This is an optimization exercise on Yosys and OpenROAD, whose aim is small area, not a production implementation.
The RTL was checked by simulation tests, not by an equivalence proof against the original design.

[design/flow/design.v]
module register #(parameter WIDTH=8) (
  input clk, rst,
  input load,
  input [WIDTH-1:0] in,
  output reg [WIDTH-1:0] out
);
  always @(posedge clk or negedge rst) begin
    if (!rst) out <= {WIDTH{1'b0}};  
    else if (load) out <= in;        
  end
endmodule
module register_reset #(parameter WIDTH=8, parameter RSTVAL=8'b0) (
  input clk, rst,
  input load,
  input [WIDTH-1:0] in,
  output reg [WIDTH-1:0] out
);
  always @(posedge clk or negedge rst) begin
    if (!rst) out <= RSTVAL;   
    else if (load) out <= in;  
  end
endmodule
module stage_reg #(parameter WIDTH=8) (
  input clk, rst,
  input keep,
  input [WIDTH-1:0] in,
  output wire [WIDTH-1:0] out
);
  register #(.WIDTH(WIDTH)) stage_regi (.clk(clk), .rst(rst),
                                        .load(!keep),
                                        .in(in),
                                        .out(out));
endmodule
module flags_reg (
  input clk, rst,
  input enable,
  input sc,
  input zi, ni, ci,
  output wire z, n, c
);
  wire [2:0] flags_out;
  assign {z, n, c} = flags_out;  
  wire [2:0] flags_in;
  assign flags_in = {zi, ni, sc || ci};  
  register #(.WIDTH(3)) flags_regi (.clk(clk), .rst(rst),
                                    .load(enable),
                                    .in(flags_in),
                                    .out(flags_out));
endmodule
module in_reg (
  input clk, rst,
  input [15:0] in_port,
  output wire [15:0] in
);
  register #(.WIDTH(16)) in_regi (.clk(clk), .rst(rst),
                                  .load(1'b1),
                                  .in(in_port),
                                  .out(in));
endmodule
module out_reg (
  input clk, rst,
  input enable,
  input [15:0] out,
  output wire [15:0] out_port
);
  register #(.WIDTH(16)) out_regi (.clk(clk), .rst(rst),
                                   .load(enable),
                                   .in(out),
                                   .out(out_port));
endmodule
module pc_reg (
  input clk, rst,
  input enable,
  input load,
  input [31:0] in,
  output wire [31:0] pc
);
  reg [31:0] pc_in;
  always @(*) begin
    if (load)
      pc_in = in;
    else
      pc_in = pc + 32'd4;
  end
  register #(.WIDTH(32)) pc_regi (.clk(clk), .rst(rst),
                                  .load(enable),
                                  .in(pc_in),
                                  .out(pc));
endmodule
module sp_reg (
  input clk, rst,
  input enable,
  input push, pop,
  output wire [31:0] sp
);
  wire [31:0] sp_out;
  assign sp = pop ? sp_out + 32'd2 : sp_out;  
  wire [31:0] sp_in;
  assign sp_in = push ? sp_out - 32'd2 : sp_out + 32'd2;  
  register_reset #(.WIDTH(32), .RSTVAL({32'hFFFFFFFE})) sp_regi (.clk(clk), .rst(rst),
                                                                 .load(enable && (push || pop)),
                                                                 .in(sp_in),
                                                                 .out(sp_out));
endmodule
module register_file (
  input clk, rst,
  input write,
  input [2:0] wreg, rreg1, rreg2,
  input [15:0] wd,
  output wire [15:0] rd1, rd2
);
  integer i;
  reg [15:0] regfile[0:7];
  assign rd1 = (write && rreg1 == wreg) ? wd : regfile[rreg1];
  assign rd2 = (write && rreg2 == wreg) ? wd : regfile[rreg2];
  always @(posedge clk or negedge rst) begin
    if (!rst) begin
      for (i = 0; i < 8; i = i + 1)
        regfile[i] <= 16'b0;
    end else if (write) begin
      regfile[wreg] <= wd;
    end
  end
endmodule
module rd_wr_unit (
  input clk, rst,
  input dirty, skip,
  input [2:0] wreg, rreg1, rreg2,
  input [15:0] wd,
  output wire [15:0] rd1, rd2
);
  wire write;
  assign write = !dirty && !skip;
  register_file regi_file (.clk(clk), .rst(rst),
                           .write(write),
                           .wreg(wreg), .rreg1(rreg1), .rreg2(rreg2),
                           .wd(wd),
                           .rd1(rd1), .rd2(rd2));
endmodule
module alu (
  input [2:0] func,
  input [15:0] a, b,
  output reg [15:0] r,
  output reg z, n, c
);
  parameter ADD = 3'b000;
  parameter SUB = 3'b001;
  parameter INC = 3'b010;
  parameter SHL = 3'b011;
  parameter SHR = 3'b100;
  parameter AND = 3'b101;
  parameter ORR = 3'b110;
  parameter NOT = 3'b111;
  always @(*) begin
    case (func)
      ADD: {c, r} = a + b;
      SUB: {c, r} = a - b;
      INC: {c, r} = a + 1'b1;
      SHL: {c, r} = {a[15], a << 1'b1};
      SHR: {c, r} = {a[0], a >> 1'b1};
      AND: {c, r} = {1'b0, a & b};
      ORR: {c, r} = {1'b0, a | b};
      NOT: {c, r} = {1'b0, ~a};
    endcase
    z = (r == 16'b0);
    n = r[15];
  end
endmodule
module exec_unit (
  input skip,
  input [2:0] func,
  input [15:0] a, b,
  output wire [15:0] r,
  output wire z, n, c
);
  wire zo, no, co;
  assign z = !skip ? zo : 1'b0;
  assign n = !skip ? no : 1'b0;
  assign c = !skip ? co : 1'b0;
  alu alu (.func(func),
           .a(a), .b(b),
           .r(r),
           .z(zo), .n(no), .c(co));
endmodule
module decode_unit (
  input [31:0] instr,
  output wire [6:0] opcode,
  output wire [2:0] rdst, rsrc1, rsrc2,
  output wire [15:0] imm
);
  assign {opcode, rdst, rsrc1, rsrc2, imm} = instr;
endmodule
module pipe_unit (
  input clk, rst,
  input [4:0] stall,
  input [4:0] flush,
  input [4:0] extend,
  output reg [4:0] keep,
  output reg [4:0] throw,
  output reg [4:0] dirtyNow,
  output wire [4:0] dirty
);
  reg [4:0] bubble;
  reg [4:0] nextBubble;
  always @(posedge clk or negedge rst) begin
    if (!rst) bubble <= 5'b11111;   
    else bubble <= nextBubble;      
  end
  always @(*) begin 
    casez (flush)
      5'b????1: nextBubble = 5'b11111;
      5'b???10: nextBubble = {4'b1111, bubble[0]};
      5'b??100: nextBubble = {3'b111, bubble[1:0]};
      5'b?1000: nextBubble = {2'b11, bubble[2:0]};
      5'b10000: nextBubble = {1'b1, bubble[3:0]};
      5'b00000: nextBubble = bubble[4:0];
      default: nextBubble = bubble[4:0];
    endcase
    casez (stall | extend)
      5'b????1: nextBubble = nextBubble;
      5'b???10: nextBubble = {nextBubble[4:1], 1'b1};
      5'b??100: nextBubble = {nextBubble[4:2], 1'b1, nextBubble[1]};
      5'b?1000: nextBubble = {nextBubble[4:3], 1'b1, nextBubble[2:1]};
      5'b10000: nextBubble = {nextBubble[4], 1'b1, nextBubble[3:1]};
      5'b00000: nextBubble = {1'b0, nextBubble[4:1]};
      default: nextBubble = {1'b0, nextBubble[4:1]};
    endcase
  end
  always @(*) begin
    keep[0] = stall[0] || extend[0];
    keep[1] = |stall[1:0] || |extend[1:0];
    keep[2] = |stall[2:0] || |extend[2:0];
    keep[3] = |stall[3:0] || |extend[3:0];
    keep[4] = |stall[4:0] || |extend[4:0];
  end
  always @(*) begin
    throw[0] = flush[0];
    throw[1] = |flush[1:0];
    throw[2] = |flush[2:0];
    throw[3] = |flush[3:0];
    throw[4] = |flush[4:0];
  end
  always @(*) begin
    dirtyNow[0] = bubble[0] || stall[0];
    dirtyNow[1] = bubble[1] || |stall[1:0] || extend[0];
    dirtyNow[2] = bubble[2] || |stall[2:0] || |extend[1:0];
    dirtyNow[3] = bubble[3] || |stall[3:0] || |extend[2:0];
    dirtyNow[4] = bubble[4] || |stall[4:0] || |extend[3:0];
  end
  assign dirty = dirtyNow | throw;
endmodule
module fetch_control (
  input clk, rst,
  input valid, flush,
  input intr, expt1, expt2,
  output reg extend,
  output reg fetch,
  output reg [1:0] fetchSrc
);
  parameter RSTSRC   = 2'b00;
  parameter EXPT1SRC = 2'b01;
  parameter EXPT2SRC = 2'b10;
  parameter INTSRC   = 2'b11;
  parameter STRT  = 3'b000;
  parameter NORM  = 3'b001;
  parameter RST   = 3'b010;
  parameter INT   = 3'b011;
  parameter EXPT1 = 3'b100;
  parameter EXPT2 = 3'b101;
  reg [2:0] state, nextState;
  always @(posedge clk or negedge rst) begin
    if (!rst) state <= STRT;  
    else state <= nextState;  
  end
  always @(*) begin
    extend = 1'b0;
    fetch = 1'b0;
    fetchSrc = 2'b00;
    if (valid) begin
      case (state)
        RST: begin
          extend = 1'b1;
          fetch = 1'b1;
          fetchSrc = RSTSRC;
        end
        EXPT1: begin
          extend = 1'b1;
          fetch = 1'b1;
          fetchSrc = EXPT1SRC;
        end
        EXPT2: begin
          extend = 1'b1;
          fetch = 1'b1;
          fetchSrc = EXPT2SRC;
        end
        INT: begin
          extend = 1'b1;
          fetch = 1'b1;
          fetchSrc = INTSRC;
        end
      endcase
    end
  end
  always @(*) begin
    if (expt1) nextState = EXPT1;
    else if (expt2) nextState = EXPT2;
    else if (intr) nextState = INT;
    else if (state == STRT) nextState = RST;
    else if (flush) nextState = NORM;
    else if (valid) nextState = NORM;
    else nextState = state;
  end
endmodule
module mem_control (
  input clk, rst,
  input valid, flush,
  input cont,
  output reg extend,
  output reg offset
);
  parameter NORM = 2'b0;
  parameter CONT = 2'b1;
  reg state, nextState;
  always @(posedge clk or negedge rst) begin
    if (!rst) state <= NORM;  
    else state <= nextState;  
  end
  always @(*) begin
    extend = 1'b0;
    offset = 1'b0;
    if (valid) begin
      case (state)
        NORM: begin
          extend = cont;
          offset = 1'b0;
        end
        CONT: begin
          extend = 1'b0;
          offset = 1'b1;
        end
      endcase
    end
  end
  always @(*) begin
    if (flush) nextState = NORM;
    else if (valid) begin
      if (cont && state == NORM) nextState = CONT;
      else nextState = NORM;
    end else nextState = state;
  end
endmodule
module branch_logic (
  input valid,
  input z, n, c,
  input [2:0] branch,
  output reg jump
);
  parameter JMP = 3'b100;
  parameter  JZ = 3'b101;
  parameter  JN = 3'b110;
  parameter  JC = 3'b111;
  always @(*) begin
    jump = 1'b0;
    if (valid) begin
      case (branch)
        JMP: jump = 1'b1;
        JZ: jump = z;
        JN: jump = n;
        JC: jump = c;
      endcase
    end
  end
endmodule
module control_logic (
  input [6:0] opcode,
  output wire hlt,
  output wire call, intr, ret,
  output wire [2:0] branch,
  output wire setC, load,
  output wire in, out,
  output wire imm1, imm2,
  output wire skipE,
  output wire [2:0] func,
  output wire skipM, push, pop, wr,
  output wire skipW
);
  reg [21:0] code;
  assign {hlt,
          call, intr, ret,
          branch, setC, load, in, out,
          imm1, imm2,
          skipE, func,
          skipM, push, pop, wr,
          skipW} = code;
  always @(*) begin
    casez (opcode)
      7'b00000??: code = 22'b0000000000000100010001;  
      7'b00001??: code = 22'b1000000000000100010001;  
      7'b00010??: code = 22'b0000000100000100010001;  
      7'b00011??: code = 22'b0000000001000100010000;  
      7'b00100??: code = 22'b0000000000100100010001;  
      7'b0100101: code = 22'b0000000000000010110000;  
      7'b0100110: code = 22'b0000000000000011010000;  
      7'b0100111: code = 22'b0000000000000011110000;  
      7'b0100000: code = 22'b0000000000000000010000;  
      7'b0101000: code = 22'b0000000000001000010000;  
      7'b0100001: code = 22'b0000000000000000110000;  
      7'b0100010: code = 22'b0000000000000001010000;  
      7'b0100011: code = 22'b0000000000000001110000;  
      7'b0100100: code = 22'b0000000000000010010000;  
      7'b0110???: code = 22'b0000000000000100010000;  
      7'b0111???: code = 22'b0000000000010100010000;  
      7'b1000???: code = 22'b0000000000000100001011;  
      7'b1001???: code = 22'b0000000000000100000100;  
      7'b1010???: code = 22'b0000000010001000000000;  
      7'b1011???: code = 22'b0000000000001000000011;  
      7'b11000??: code = 22'b0000101000000100010001;  
      7'b11001??: code = 22'b0000110000000100010001;  
      7'b11010??: code = 22'b0000111000000100010001;  
      7'b11011??: code = 22'b0000100000000100010001;  
      7'b11100??: code = 22'b0100000000000100001011;  
      7'b11101??: code = 22'b0001000000000100000101;  
      7'b11110??: code = 22'b0010000000010100001011;  
      7'b11111??: code = 22'b0001000000000100000101;  
      default: code = 22'b0000000000000100010001;
    endcase
  end
endmodule
module forward_logic (
  input me_valid, wb_valid,
  input [2:0] rsrc1, rsrc2,
  input [2:0] me_rdst, wb_rdst,
  output reg [1:0] fwd1, fwd2
);
  parameter NOF = 2'b00;
  parameter MEF = 2'b10;
  parameter WBF = 2'b11;
  always @(*) begin
    fwd1 = NOF;
    fwd2 = NOF;
    if (me_valid && rsrc1 == me_rdst)
      fwd1 = MEF;
    else if (wb_valid && rsrc1 == wb_rdst)
      fwd1 = WBF;
    if (me_valid && rsrc2 == me_rdst)
      fwd2 = MEF;
    else if (wb_valid && rsrc2 == wb_rdst)
      fwd2 = WBF;
  end
endmodule
module hazard_logic (
  input ex_valid,
  input ex_load,
  input [6:0] opcode,
  input [2:0] rsrc1, rsrc2,
  input [2:0] ex_rdst,
  output reg stallD
);
  always @(*) begin
    stallD = 1'b0;
    if (ex_valid && ex_load) begin
      if (rsrc1 == ex_rdst && rsrc2 == ex_rdst) begin
        casez (opcode)
          7'b0100101: stallD = 1'b1;  
          7'b0100110: stallD = 1'b1;  
          7'b0100000: stallD = 1'b1;  
          7'b0100001: stallD = 1'b1;  
          7'b1011???: stallD = 1'b1;  
        endcase
      end else if (rsrc1 == ex_rdst) begin
        casez (opcode)
          7'b00100??: stallD = 1'b1;  
          7'b0100111: stallD = 1'b1;  
          7'b0100010: stallD = 1'b1;  
          7'b0100011: stallD = 1'b1;  
          7'b0100100: stallD = 1'b1;  
          7'b0110???: stallD = 1'b1;  
          7'b0101000: stallD = 1'b1;  
          7'b1010???: stallD = 1'b1;  
        endcase
      end else if (rsrc2 == ex_rdst) begin
        casez (opcode)
          7'b1000???: stallD = 1'b1;  
        endcase
      end
    end
  end
endmodule
module cpu (
  input clk, rst, 
  input [15:0] in_port,
  output wire [15:0] out_port,
  output wire [17:0] imem_addr,
  input  [31:0] imem_data,
  output wire [18:0] dmem_addr,
  output wire dmem_we,
  output wire [15:0] dmem_wdata,
  input  [15:0] dmem_rdata
);
  parameter RSTSRC   = 2'b00;
  parameter EXPT1SRC = 2'b01;
  parameter EXPT2SRC = 2'b10;
  parameter INTSRC   = 2'b11;
  parameter MEF = 2'b10;
  parameter WBF = 2'b11;
  wire keepF, keepD, keepE, keepM, keepW;
  wire throwF, throwD, throwE, throwM, throwW;
  wire dirtyNowF, dirtyNowD, dirtyNowE, dirtyNowM, dirtyNowW;
  wire dirtyF, dirtyD, dirtyE, dirtyM, dirtyW;
  wire [31:0] pc;
  wire extendF;
  wire fetch;
  wire [1:0] fetchSrc;
  wire [31:0] instr;
  wire [31:0] id_pc, id_instr;
  wire [15:0] inputData;
  wire [6:0] opcode;
  wire [2:0] rdst, rsrc1, rsrc2;
  wire [15:0] imm;
  wire [15:0] rd1, rd2;
  wire hlt;
  wire call, intr, ret;
  wire [2:0] branch;
  wire setC, load;
  wire in, out;
  wire imm1, imm2;
  wire skipE;
  wire [2:0] func;
  wire skipM, push, pop, wr;
  wire skipW;
  wire stallD;
  wire [31:0] ex_pc;
  wire [2:0] ex_rdst, ex_rsrc1, ex_rsrc2;
  wire [15:0] ex_rd1, ex_rd2, ex_imm, ex_input;
  wire ex_hlt;
  wire ex_call, ex_int, ex_ret;
  wire [2:0] ex_branch;
  wire ex_setC, ex_load;
  wire ex_in, ex_out;
  wire ex_imm1, ex_imm2;
  wire ex_skipE;
  wire [2:0] ex_func;
  wire ex_skipM, ex_push, ex_pop, ex_wr;
  wire ex_skipW;
  wire halted;
  wire stallE;
  wire z, n, c;
  wire [1:0] fwd1, fwd2;
  reg [15:0] s1, s2;
  wire [15:0] r;
  wire zo, no, co;
  wire flushD;
  wire jump;
  wire [31:0] target;
  wire [31:0] me_pc;
  wire [2:0] me_rdst;
  wire [15:0] me_s1, me_r, me_s2;
  wire [31:0] me_target;
  wire me_call, me_int, me_ret;
  wire me_out;
  wire me_skipE;
  wire me_skipM, me_push, me_pop, me_wr;
  wire me_skipW;
  wire extendM;
  wire offset;
  wire [31:0] sp;
  wire [15:0] r_s1;
  wire [15:0] dout;
  wire [31:0] epc;
  wire flushM;
  wire memExpt, memExpt1, memExpt2;
  wire flushE;
  wire memJump, memInt;
  wire [31:0] memTarget;
  wire [31:0] wb_pc;
  wire [2:0] wb_rdst;
  wire [15:0] wb_r_s1, wb_do;
  wire wb_out;
  wire wb_skipM;
  wire wb_skipW;
  wire [15:0] wd;
  reg [31:0] pc_in;
  always @(*) begin
    if (jump) pc_in = target;
    else if (memJump) pc_in = memTarget;
    else if (fetch) pc_in = instr;
    else pc_in = 32'b0;
  end
  pc_reg pc_reg (.clk(clk), .rst(rst),
                 .enable(!keepF || fetch),
                 .load(fetch || jump || memJump),
                 .in(pc_in),
                 .pc(pc));
  reg [31:0] instrAddr;
  always @(*) begin
    if (fetch) begin
      case (fetchSrc)
        RSTSRC:   instrAddr = 32'd0;
        EXPT1SRC: instrAddr = 32'd4;
        EXPT2SRC: instrAddr = 32'd8;
        INTSRC:   instrAddr = 32'd12 + ({16'b0, wb_r_s1} << 2);
      endcase
    end else instrAddr = pc;
  end
  assign imem_addr = instrAddr[19:2];
  assign instr = imem_data;
  fetch_control fetch_control (.clk(clk), .rst(rst),
                               .valid(!dirtyF), .flush(throwF),
                               .intr(memInt), .expt1(memExpt1), .expt2(memExpt2),
                               .extend(extendF),
                               .fetch(fetch),
                               .fetchSrc(fetchSrc));
  wire [63:0] if_id_in, if_id_out;
  assign if_id_in = {instr, pc};
  assign {id_instr, id_pc} = if_id_out;
  stage_reg #(.WIDTH(64)) if_id_reg (.clk(clk), .rst(rst),
                                     .keep(keepD),
                                     .in(if_id_in),
                                     .out(if_id_out));
  decode_unit decode_unit (.instr(id_instr),
                           .opcode(opcode),
                           .rdst(rdst), .rsrc1(rsrc1), .rsrc2(rsrc2),
                           .imm(imm));
  rd_wr_unit rd_wr_unit (.clk(clk), .rst(rst),
                         .dirty(dirtyW), .skip(wb_skipW),
                         .wreg(wb_rdst), .rreg1(rsrc1), .rreg2(rsrc2),
                         .wd(wd),
                         .rd1(rd1), .rd2(rd2));
  in_reg in_reg (.clk(clk), .rst(rst),
                 .in_port(in_port),
                 .in(inputData));
  out_reg out_reg (.clk(clk), .rst(rst),
                   .enable(wb_out && !dirtyW),
                   .out(wd),
                   .out_port(out_port));
  control_logic control_logic (.opcode(opcode),
                               .hlt(hlt),
                               .intr(intr), .call(call), .ret(ret),
                               .branch(branch),
                               .setC(setC), .load(load),
                               .in(in), .out(out),
                               .imm1(imm1), .imm2(imm2),
                               .skipE(skipE),
                               .func(func),
                               .skipM(skipM), .push(push), .pop(pop), .wr(wr),
                               .skipW(skipW));
  hazard_logic hazard_logic (.ex_valid(!dirtyE),
                             .ex_load(ex_load),
                             .opcode(opcode),
                             .rsrc1(rsrc1), .rsrc2(rsrc2),
                             .ex_rdst(ex_rdst),
                             .stallD(stallD));
  wire [126:0] id_ex_in, id_ex_out;
  assign id_ex_in = {hlt, call, intr, ret, branch, setC, load, in, out,
                     imm1, imm2, rsrc1, rsrc2,
                     skipE, func, skipM, push, pop, wr, skipW,
                     inputData, imm, rd2, rd1, rdst, id_pc};
  assign {ex_hlt, ex_call, ex_int, ex_ret, ex_branch, ex_setC, ex_load, ex_in, ex_out,
          ex_imm1, ex_imm2, ex_rsrc1, ex_rsrc2,
          ex_skipE, ex_func, ex_skipM, ex_push, ex_pop, ex_wr, ex_skipW,
          ex_input, ex_imm, ex_rd2, ex_rd1, ex_rdst, ex_pc} = id_ex_out;
  stage_reg #(.WIDTH(127)) id_ex_reg (.clk(clk), .rst(rst),
                                      .keep(keepE),
                                      .in(id_ex_in),
                                      .out(id_ex_out));
  forward_logic forward_logic (.me_valid(!(dirtyM || me_skipW)), .wb_valid(!(dirtyW || wb_skipW)),
                               .rsrc1(ex_rsrc1), .rsrc2(ex_rsrc2),
                               .me_rdst(me_rdst), .wb_rdst(wb_rdst),
                               .fwd1(fwd1), .fwd2(fwd2));
  always @(*) begin
    if (ex_in) s1 = ex_input;
    else if (ex_imm1) s1 = ex_imm;
    else begin
      case (fwd1)
        MEF: s1 = r_s1;
        WBF: s1 = wd;
        default: s1 = ex_rd1;
      endcase
    end
    case (fwd2)
      MEF: s2 = r_s1;
      WBF: s2 = wd;
      default: s2 = ex_rd2;
    endcase
  end
  wire [15:0] a, b;
  assign a = s1;
  assign b = ex_imm2 ? ex_imm : s2;
  exec_unit exec_unit (.skip(ex_skipE),
                       .func(ex_func),
                       .a(a), .b(b),
                       .r(r),
                       .z(zo), .n(no), .c(co));
  register #(.WIDTH(1)) halt_reg (.clk(clk), .rst(rst),
                                  .load(!dirtyE),
                                  .in(ex_hlt),
                                  .out(halted));
  assign stallE = halted;
  flags_reg flags_reg (.clk(clk), .rst(rst),
                       .enable(!dirtyE),
                       .sc(ex_setC),
                       .zi(zo), .ni(no), .ci(co),
                       .z(z), .n(n), .c(c));
  assign target = ex_pc + ({{16{ex_imm[15]}}, ex_imm} << 2);
  branch_logic branch_logic (.valid(!dirtyE),
                             .z(z), .n(n), .c(c),
                             .branch(ex_branch),
                             .jump(jump));
  assign flushD = jump;
  wire [124:0] ex_me_in, ex_me_out;
  assign ex_me_in = {ex_call, ex_int, ex_ret, ex_out,
                     ex_skipE, ex_skipM, ex_push, ex_pop, ex_wr, ex_skipW,
                     target, s2, r, s1, ex_rdst, ex_pc};
  assign {me_call, me_int, me_ret, me_out,
          me_skipE, me_skipM, me_push, me_pop, me_wr, me_skipW,
          me_target, me_s2, me_r, me_s1, me_rdst, me_pc} = ex_me_out;
  stage_reg #(.WIDTH(125)) ex_me_reg (.clk(clk), .rst(rst),
                                     .keep(keepM),
                                     .in(ex_me_in),
                                     .out(ex_me_out));
  wire badPop, badAddr;
  assign badPop = sp == 32'hFFFFFFFE || (me_ret && sp == 32'hFFFFFFFC);
  assign badAddr = me_r >= 16'hFF00;
  assign memExpt1 = !(dirtyNowM || me_skipM) && me_pop && badPop;
  assign memExpt2 = !(dirtyNowM || me_skipM) && !(me_push || me_pop) && badAddr;
  assign memExpt = memExpt1 || memExpt2;
  assign flushM = memExpt;
  register #(.WIDTH(32)) epc_reg (.clk(clk), .rst(rst),
                                  .load(memExpt),
                                  .in(me_pc),
                                  .out(epc));
  sp_reg sp_reg (.clk(clk), .rst(rst),
                 .enable(!(dirtyM || me_skipM)),
                 .push(me_push), .pop(me_pop),
                 .sp(sp));
  wire [31:0] pc_save;
  assign pc_save = me_pc + 32'd4;
  wire [31:0] memAddr;
  wire [15:0] memInput;
  assign memAddr  = (me_push || me_pop) ? sp : {16'b0, me_r};
  assign memInput = (me_call || me_int) ? (offset ? pc_save[31:16] : pc_save[15:0]) : me_s2;
  assign dmem_we = !dirtyM && !me_skipM && me_wr;
  assign dmem_addr = memAddr[19:1];
  assign dmem_wdata = memInput;
  assign dout = dmem_rdata;
  assign r_s1 = me_skipE ? me_s1 : me_r;
  mem_control mem_control (.clk(clk), .rst(rst),
                           .valid(!dirtyM), .flush(throwM),
                           .cont(me_call || me_int || me_ret),
                           .extend(extendM),
                           .offset(offset));
  wire [31:0] pc_load;
  assign pc_load = {wb_do, dout};
  assign memTarget = me_ret ? pc_load : me_target;
  assign memJump = (me_call || me_ret) && offset;
  assign memInt = me_int && offset;
  assign flushE = memJump || memInt || halted;
  wire [69:0] me_wb_in, me_wb_out;
  assign me_wb_in = {me_out, me_skipM, me_skipW,
                     dout, r_s1, me_rdst, me_pc};
  assign {wb_out, wb_skipM, wb_skipW,
          wb_do, wb_r_s1, wb_rdst, wb_pc} = me_wb_out;
  stage_reg #(.WIDTH(70)) me_wb_reg (.clk(clk), .rst(rst),
                                     .keep(keepW),
                                     .in(me_wb_in),
                                     .out(me_wb_out));
  assign wd = wb_skipM ? wb_r_s1 : wb_do;
  pipe_unit pipe_unit (.clk(clk), .rst(rst),
                       .stall({1'b0, stallD, stallE, 1'b0, 1'b0}),
                       .flush({1'b0, flushD, flushE, flushM, 1'b0}),
                       .extend({extendF, 1'b0, 1'b0, extendM, 1'b0}),
                       .keep({keepF, keepD, keepE, keepM, keepW}),
                       .throw({throwF, throwD, throwE, throwM, throwW}),
                       .dirtyNow({dirtyNowF, dirtyNowD, dirtyNowE, dirtyNowM, dirtyNowW}),
                       .dirty({dirtyF, dirtyD, dirtyE, dirtyM, dirtyW}));
endmodule
[design/flow/run.sh]
#!/bin/bash
# synth_recipe.tcl (not shown) runs the flow's synth.tcl, then flattens the netlist and writes it again
# the make line also repeats each setting of config.mk as NAME=value (left out here)
make -C /OpenROAD-flow-scripts/flow DESIGN_CONFIG=/design/flow/config.mk WORK_HOME=/design/flow/orfs CLKGATE_MAP_FILE= SYNTH_SCRIPT=/design/flow/synth_recipe.tcl finish
[design/flow/config.mk]
export PLATFORM = sky130hd
export DESIGN_NAME = cpu
export DESIGN_NICKNAME = cpu
export VERILOG_FILES = /design/flow/design.v
export SDC_FILE = /design/flow/constraint.sdc
export NUM_CORES = 4
export LEC_CHECK = 0
export CAP_MARGIN = 20
export CORE_MARGIN = 2
export CORE_UTILIZATION = 40
export SLEW_MARGIN = 20
[design/flow/constraint.sdc]
create_clock -name core_clock -period 10.0 [get_ports {clk}]
set_input_delay 2.0000 -clock core_clock [delete_from_list [all_inputs] [get_ports {clk}]]
set_output_delay 2.0000 -clock core_clock [all_outputs]
set_load 0.01 [all_outputs]
==> summary.txt <==
[worst max-delay path, stage by stage, from the launching register on]
cell,delay [ns]
dfstp_2,0.64
ha_1,0.36
nand3_2,0.24
nor4_1,0.70
a2111oi_0,0.23
o21ai_0,0.33
a211o_1,0.26
o22ai_4,0.16
a21oi_2,0.47
nand2_1,0.29
nor3_2,0.32
nand3_1,0.16
or2_2,0.49
o21ai_0,0.66
clkdlybuf4s50_1,0.67
[cells by family after synthesis]
family / Yosys count / synth area share (%)
AND/OR/NAND/NOR: 1624 / 20.9
XOR/XNOR: 166 / 4.30
adder cells (fa/ha/maj): 53 / 2.01
buffers and inverters: 360 / 4.07
multiplexers: 163 / 5.87
flip-flops: 588 / 43.7
AO/OA/AOI/OAI: 1020 / 19.2
[layer usage]
| metal | GRT usage (%) | wire length (µm) | up-vias |
|---|---|---|---|
| li1 | - | - | 13883 |
| met2 | 41.9 | 53000 | 1227 |
| met4 | 10.7 | 4920 | 0 |
| met3 | 4.56 | 9660 | 216 |
| met1 | 40.2 | 53700 | 14771 |
| met5 | 0 | 0 | - |
[power by group through the flow]
stage	Sequential (W)	Combinational [W]	Clock, W
2_1_floorplan	0.00413	0.00605	0
3_3_place_gp	0.00471	0.00851	0
3_5_place_dp	0.00473	0.00858	0
4_1_cts	0.00470	0.00863	0.00275
5_1_grt	0.00486	0.00959	0.00285
6_report	0.00473	0.00875	0.00271
[area by class of cell]
| cell class | instances | area (µm²) | area share (%) |
|---|---|---|---|
| diodes | 1 | 2.50 | 0.00650 |
| inverters | 80 | 300 | 0.780 |
| clock buffers | 96 | 1970 | 5.11 |
| clock inverters | 25 | 437 | 1.13 |
| multi-input cells | 3026 | 17700 | 46.0 |
| flip-flops and latches | 588 | 14800 | 38.3 |
| well taps | 1134 | 1420 | 3.68 |
| repair buffers | 202 | 1900 | 4.93 |
[synthesized netlist by cell type, types with 61 or more instances]
cell	n
a21oi_1	193
clkbuf_1	243
dfrtp_1	552
inv_1	75
mux2i_1	80
nand2_1	965
nand3_1	82
nor2_1	277
o211ai_1	72
o21ai_0	373
xnor2_1	105
xor2_1	61
[worst paths after layout]
check / cells past startpoint / startpoint / to
setup / recovery: 14 / sp_reg.sp_regi.out[2] / imem_addr[2]
hold / removal: 0 / ex_me_reg.stage_regi.out[121] / me_wb_reg.stage_regi.out[69]
setup reg to reg: 27 / ex_me_reg.stage_regi.out[122] / flags_reg.flags_regi.out[2]
hold reg to reg: 0 / ex_me_reg.stage_regi.out[121] / me_wb_reg.stage_regi.out[69]
max in group asynchronous: 3 / rst / if_id_reg.stage_regi.out[50]
min in group asynchronous: 1 / rst / in_reg.in_regi.out[6]
[stage by stage]
step | worst slack [ns] | hold slack (ns) | utilization (%) | instance area (µm²)
6_report | 1.39 | 0.375 | 46.0 | 38500
5_1_grt | 1.08 | 0.381 | 46.0 | 38500
4_1_cts | 1.55 | 0.375 | 46.0 | 38500
3_5_place_dp | 2.23 | 0.365 | 43.1 | 36100
3_3_place_gp | 2.35 | 0.359 | 43.1 | 36100
2_1_floorplan | 3.77 | 0.354 | - | 33800
==> impl_metrics.csv <==
group,metric,value,unit
outcome,status,"finished clean",
yosys,syn_inst,3974,
sta,post-route-min-period,8.61,ns
critical_path,cp.arrival,6.61,ns
floorplan,coreArea,83700,µm²
floorplan,die_h,295,µm
power_and_ir_drop,power_frac_seq,29.2,%
yosys,ys_top_cells_by_area,"dfrtp_1 41%, nand2_1 11%, o21ai_0 5.5%",
yosys,synth_cell_types,106,
yosys,syn_nets,4093,
drt,first_pass_iters,5,
run,cap_violations,0,
critical_path,start_kind,"flop",
cts,insertion_delay,0.64,ns
place,gp_congestion,0.979,
cts,cts_root_buf,"clkbuf_16",
power_and_ir_drop,netSwitchingPower,0.00765,W
floorplan,die_w,295,µm
critical_path,cp_max_fo,15,
sta,tightest_slew,1.22,ns
place,port_buffers,135,
sta,relSlewSlack,16.4,%
drt,via_count,30097,
final_layout,nFillCells,8267,
sta,hold_violations,0,
final_layout,final_nets,4086,
power_and_ir_drop,power_leakage,16.8,nW
place,dp.cells,5030,
critical_path,crit_type,"reg -> out",
power_and_ir_drop,vdd_drop_max,0.203,mV
cts,cts_buffers,69,
floorplan,row_count,106,
floorplan,initial_core_util,40.4,%
drt,wl_per_cell,23.5,µm
power_and_ir_drop,p_total,0.0162,W
cts,ctsHoldBuffers,0,
place,dp_hpwl,85.4,mm
final_layout,final_cell_count_no_fill,5152,
sta,fin_skew,0.0265,ns
yosys,ys_warn_count,21,
drt,drc_errors,0,
sta,setup_tns,0,ns
yosys,synthFlopType,"dfrtp_1",
sta,finalCritPeriodShare,86.1,%
grt,grt_pass1_wl,184,mm
critical_path,end_kind,"output port",
yosys,seq_area_frac_synth,43.7,%
drt,wl,121,mm
cts,htree_levels,3,
worst_hold_path,min_path_type,"reg -> reg",
power_and_ir_drop,power_frac_comb,54.0,%
power_and_ir_drop,internal_power,0.00854,W
cts,cts_tree,"done",
drt,drt_iter0_markers,3375,
yosys,syn-cell-area,33800,µm²
cts,clock-sinks,588,
grt,grt_usage,27.9,%
sta,finalSetupViolCount,0,
drt,ant_nets,0,
yosys,ys_async_sr_fraction,100,%
yosys,synth_area_leader_cell,"dfrtp_1",
final_layout,final_cell_mix,"963 x nand2_1, 549 x dfrtp_1, 373 x o21ai_0",
cts,clk_pin_slew,0.06,ns
final_layout,areaGrowthSynthToFinish,14.0,%
power_and_ir_drop,p_per_area,420,nW/µm²
sta,fmax,116,MHz
grt,antenna_found_initial,3,
final_layout,layout_commonest_cell,"nand2_1",
yosys,avgSynthCellArea,8.50,µm²
sta,rsz0062_at_grt,"no",
power_and_ir_drop,p_clk_share,16.8,%
yosys,synth_edf_count,0,
cts,cts_resized,0,
drt,routed_via_density,5.84,
power_and_ir_drop,sw_frac_of_total,47.2,%
sta,drv_slew,0,
grt,grt_max_degree,159,
grt,overflow,0,
grt,first_global_vias,28497,
critical_path,regToRegSetupSlack,2.33,ns
final_layout,largest_reg_flops,128,
cts,cts_buffer_depth,3,
critical_path,crit_required,8.00,ns
yosys,yosysTopAreaCellShare,40.9,%
floorplan,design.die.area,86800,µm²
floorplan,ioPinCount,136,
final_layout,drive_gt1_share,8.81,%
yosys,ys_ff_latch,588,
cts,cts_setup_buffers,0,

-- afterwards: timing with drivers on the ports --
No port has a modelled driver above. Below, the same layout with a new extraction and two added sets of constraints.
Step 1, drivers: a clkbuf_16 drives clk and a buf_2 each remaining input, both assumed.
Step 2 moves the port delays by t, midway between the first and last clock arrival at a register: inputs arrive t later, outputs are due t later. That takes back most of the time a late clock gives input paths.
Three values: ideal ports, drivers, drivers and shift; two values: the first two.
t, ns: 0.688
slack for setup (ns): 1.395 / 1.330 / 2.018
worst hold slack (ns): 0.375 / 0.375 / 0.375
clock arrival spread, ns: 0.028 / 0.028
pins driven straight from the clock port: 1
After both steps this run still meets setup and hold. The setup slack of this run moves by -0.065 ns with the drivers and by +0.623 ns with both steps.
